What follows belongs to an exercise in optimizing a design on an open flow for small area, a short achievable clock period and few clock cycles per item; a production flow would make more cautious choices. In this exercise RTL edits were held to simulation tests only and were not proved equivalent to the original. Power figures rest on the tool's default switching activity, not on a simulated workload.

// mult32x32
module mult32x32 (
    input logic clk,             
    input logic reset,           
    input logic start,           
    input logic [31:0] a,        
    input logic [31:0] b,        
    output logic busy,           
    output logic [63:0] product  
);
Settings: LEC_CHECK=0, ABC_CLOCK_PERIOD_IN_PS=2000, CAP_MARGIN=20, CORE_MARGIN=2, CORE_UTILIZATION=40, SLEW_MARGIN=20, SYNTH_HIERARCHICAL=1, SYNTH_MINIMUM_KEEP_SIZE=0; clock period 12.0 ns.
standard.sh (not shown) runs the stock make flow with config.mk's settings and CLKGATE_MAP_FILE= SYNTH_SCRIPT=/design/flow/synth_recipe.tcl, a recipe that flattens the netlist after the stock synthesis.
==> flow/flow/run.sh <==
#!/bin/bash
# Standard ORFS layout, with a plain buffer on each port and a tighter
# setup target for repair_timing.
set -euo pipefail
export BUFFER_PORTS_ARGS="-buffer_cell sky130_fd_sc_hd__buf_2"
export SETUP_SLACK_MARGIN=5.5
bash standard.sh > standard.log 2>&1
Testbench counts at the start, summed over its fixed seeds: cycles 3,200, items 3,200.
Rerun with:
ABC_CLOCK_PERIOD_IN_PS = default   (was 2000)
CTS_CLUSTER_DIAMETER = 100   (was default)
CTS_CLUSTER_SIZE = 40   (was default)
=> Total power stays the same; clock-buffer cell count stays the same; die area does not change; design area is unchanged; via count is unchanged; setup slack stays the same; worst hold slack does not change; cell count is unchanged; wire length is unchanged.
Rerun with:
--- a/flow/flow/run.sh
+++ b/flow/flow/run.sh
@@ -4,4 +4,4 @@
 set -euo pipefail
 export BUFFER_PORTS_ARGS="-buffer_cell sky130_fd_sc_hd__buf_2"
-export SETUP_SLACK_MARGIN=5.5
+export SETUP_SLACK_MARGIN=6.5
 bash standard.sh > standard.log 2>&1
CTS_CLUSTER_DIAMETER = default   (was 100)
CTS_CLUSTER_SIZE = default   (was 40)
After rerunning:
- critical path depth came out lower by 4
- wire length came out higher by 11%
- sequential power goes up by about 4%
- worst setup slack improves by 0.32 ns
- die area does not change
- maximum frequency rose by 5.3%
- combinational power grows by 19%

---

Another version of the RTL of mult32x32 (not shown whole).
Size in the first run: about 130 I/O pins, about 27000 um^2 of cells after synthesis.
export LEC_CHECK = 0
export CAP_MARGIN = 20
export CORE_MARGIN = 2
export CORE_UTILIZATION = 40
export CTS_BUF_LIST = sky130_fd_sc_hd__clkbuf_4 sky130_fd_sc_hd__clkbuf_8
export PLACE_DENSITY = 0.8
export SLEW_MARGIN = 20
export SYNTH_HIERARCHICAL = 1
export SYNTH_MINIMUM_KEEP_SIZE = 0
create_clock -name core_clock -period 12.0 [get_ports {clk}]
==> flow/flow/run.sh <==
#!/bin/bash
# Standard ORFS layout, with a plain buffer on each port and a tighter
# setup target for repair_timing.
set -euo pipefail
export BUFFER_PORTS_ARGS="-buffer_cell sky130_fd_sc_hd__buf_2"
export SETUP_SLACK_MARGIN=5.5
bash standard.sh > standard.log 2>&1
The first run finished with timing, DRC and antenna clean.
Testbench counts at the start, summed over its fixed seeds: cycles 3,200, items 3,200.
Then changed:
--- a/flow/flow/run.sh
+++ b/flow/flow/run.sh
@@ -6 +6 @@
-export SETUP_SLACK_MARGIN=5.5
+export SETUP_SLACK_MARGIN=5.75
Settings changed: CTS_BUF_LIST sky130_fd_sc_hd__clkbuf_4 sky130_fd_sc_hd__clkbuf_8 to not set, PLACE_DENSITY 0.8 to not set.
Effect: The new run ran to the end with no violations; utilization rose by 2.6 points; register-to-register slack hardly moves; die area is unchanged; power rose by 7.8%; design area rose by 5.7%; synthesized cell count stays the same; via count rose by about 1.5%; wire length rose by about 10%; sequential power barely changes; sequential share of layout area fell by 0.69 points.
Then changed:
--- a/flow/flow/run.sh
+++ b/flow/flow/run.sh
@@ -5,2 +5,2 @@
-export BUFFER_PORTS_ARGS="-buffer_cell sky130_fd_sc_hd__buf_2"
-export SETUP_SLACK_MARGIN=5.75
+export BUFFER_PORTS_ARGS="-buffer_cell sky130_fd_sc_hd__buf_1"
+export SETUP_SLACK_MARGIN=5.5
What happened: The new run produced a clean layout. Via count goes down by 3.1%. Wire length goes down by about 2.3%. Synthesized area stays the same. Die area is unchanged.
Then changed:
--- a/flow/flow/run.sh
+++ b/flow/flow/run.sh
@@ -5 +5 @@
-export BUFFER_PORTS_ARGS="-buffer_cell sky130_fd_sc_hd__buf_1"
+export BUFFER_PORTS_ARGS="-buffer_cell sky130_fd_sc_hd__buf_2"
Settings changed: GPL_ROUTABILITY_DRIVEN set to 0.
After rerunning: Wire length fell by 4.8%; utilization decreases by 0.74 points; die area is unchanged; power shrinks by 0.37%.
Then changed:
Settings changed: GPL_ROUTABILITY_DRIVEN 0 to not set.
What happened:
- The changed run went through all stages and came out clean
- final area stays flat
- via count goes down by 0.38%
- sequential share of layout area barely changes

---

mult32x32 again, from the RTL that the note above started with.
clock: 12.0 ns
lec_check: 0
cap_margin: 20
core_margin: 2
core_utilization: 40
slew_margin: 20
synth_hierarchical: 1
synth_minimum_keep_size: 0
==> flow/flow/run.sh <==
#!/bin/bash
# Standard ORFS layout, with a plain buffer on each port and a tighter
# setup target for repair_timing.
set -euo pipefail
export BUFFER_PORTS_ARGS="-buffer_cell sky130_fd_sc_hd__buf_4"
export SETUP_SLACK_MARGIN=5.5
bash standard.sh > standard.log 2>&1
Testbench counts at the start, summed over its fixed seeds: cycles 3,200, items 3,200.
Edit:
==> flow/flow/run.sh (replaced) <==
#!/bin/bash
# Standard ORFS layout, with a plain buffer on each port and a tighter
# setup target for repair_timing.
set -euo pipefail
export BUFFER_PORTS_ARGS="-buffer_cell sky130_fd_sc_hd__buf_2"
export SETUP_SLACK_MARGIN=5.4
bash standard.sh > standard.log 2>&1
--- a/flow/config.mk
+++ b/flow/config.mk
@@ -9,4 +9,5 @@
 export CORE_MARGIN = 2
 export CORE_UTILIZATION = 40
+export CTS_BUF_LIST = sky130_fd_sc_hd__clkbuf_4 sky130_fd_sc_hd__clkbuf_8
 export SLEW_MARGIN = 20
 export SYNTH_HIERARCHICAL = 1
Outcome: Utilization fell by 1.2 points; flip-flop and latch count is unchanged; combinational power fell by about 4.4%; hold slack degrades by 30 ps; global-route usage fell by 0.67 points; sequential share of layout area rose by 0.32 points; via count stays flat; total power fell by 5.0%.
Edit:
--- a/flow/flow/run.sh
+++ b/flow/flow/run.sh
@@ -4,4 +4,4 @@
 set -euo pipefail
 export BUFFER_PORTS_ARGS="-buffer_cell sky130_fd_sc_hd__buf_2"
-export SETUP_SLACK_MARGIN=5.4
+export SETUP_SLACK_MARGIN=5.5
 bash standard.sh > standard.log 2>&1
Power is higher by 0.31%.
Cell count stays flat.
Worst setup slack improved by 110 ps.
Flip-flop and latch count stays the same.
Area after synthesis does not change.

## re-timing with driven ports
How much do the figures lean on ideal ports? The routed layouts below were timed once more, with nothing changed but the port constraints.
Step 1, drivers: a clkbuf_16 drives clk and a buf_2 each remaining input, both assumed.
Step 2 times the ports against the registers' clock, not the clock port: input delays grow and output delays shrink by t, the midpoint of the rising clock arrivals with the driver on.
a / b / c = ideal ports / drivers / drivers and shift; a / b = the first two.
run	shift t [ns]	slack for setup (ns)	worst register clock-pin slew, ns
the first run of note 1	0.497	5.529 / 5.555 / 5.058	0.07 / 0.07
the second run of note 1	0.497	5.529 / 5.555 / 5.058	0.07 / 0.07
the third run of note 1	0.494	5.854 / 5.873 / 5.378	0.07 / 0.07
the first run of note 2	0.559	5.536 / 5.543 / 4.984	0.09 / 0.09
the second run of note 2	0.502	5.777 / 5.775 / 5.303	0.07 / 0.07
the third run of note 2	0.491	5.528 / 5.562 / 5.070	0.07 / 0.07
the fourth run of note 2	0.504	5.577 / 5.614 / 5.110	0.06 / 0.06
the fifth run of note 2	0.497	5.576 / 5.553 / 5.105	0.07 / 0.07
the first run of note 3	0.503	5.537 / 5.556 / 5.053	0.08 / 0.08
the second run of note 3	0.557	5.451 / 5.400 / 4.962	0.10 / 0.10
the third run of note 3	0.545	5.563 / 5.592 / 5.047	0.10 / 0.10
After both steps every run listed still meets setup and hold. For the first run of note 2, which loses most, drivers alone change the setup slack by +0.007 ns; drivers and shift together by -0.552 ns.
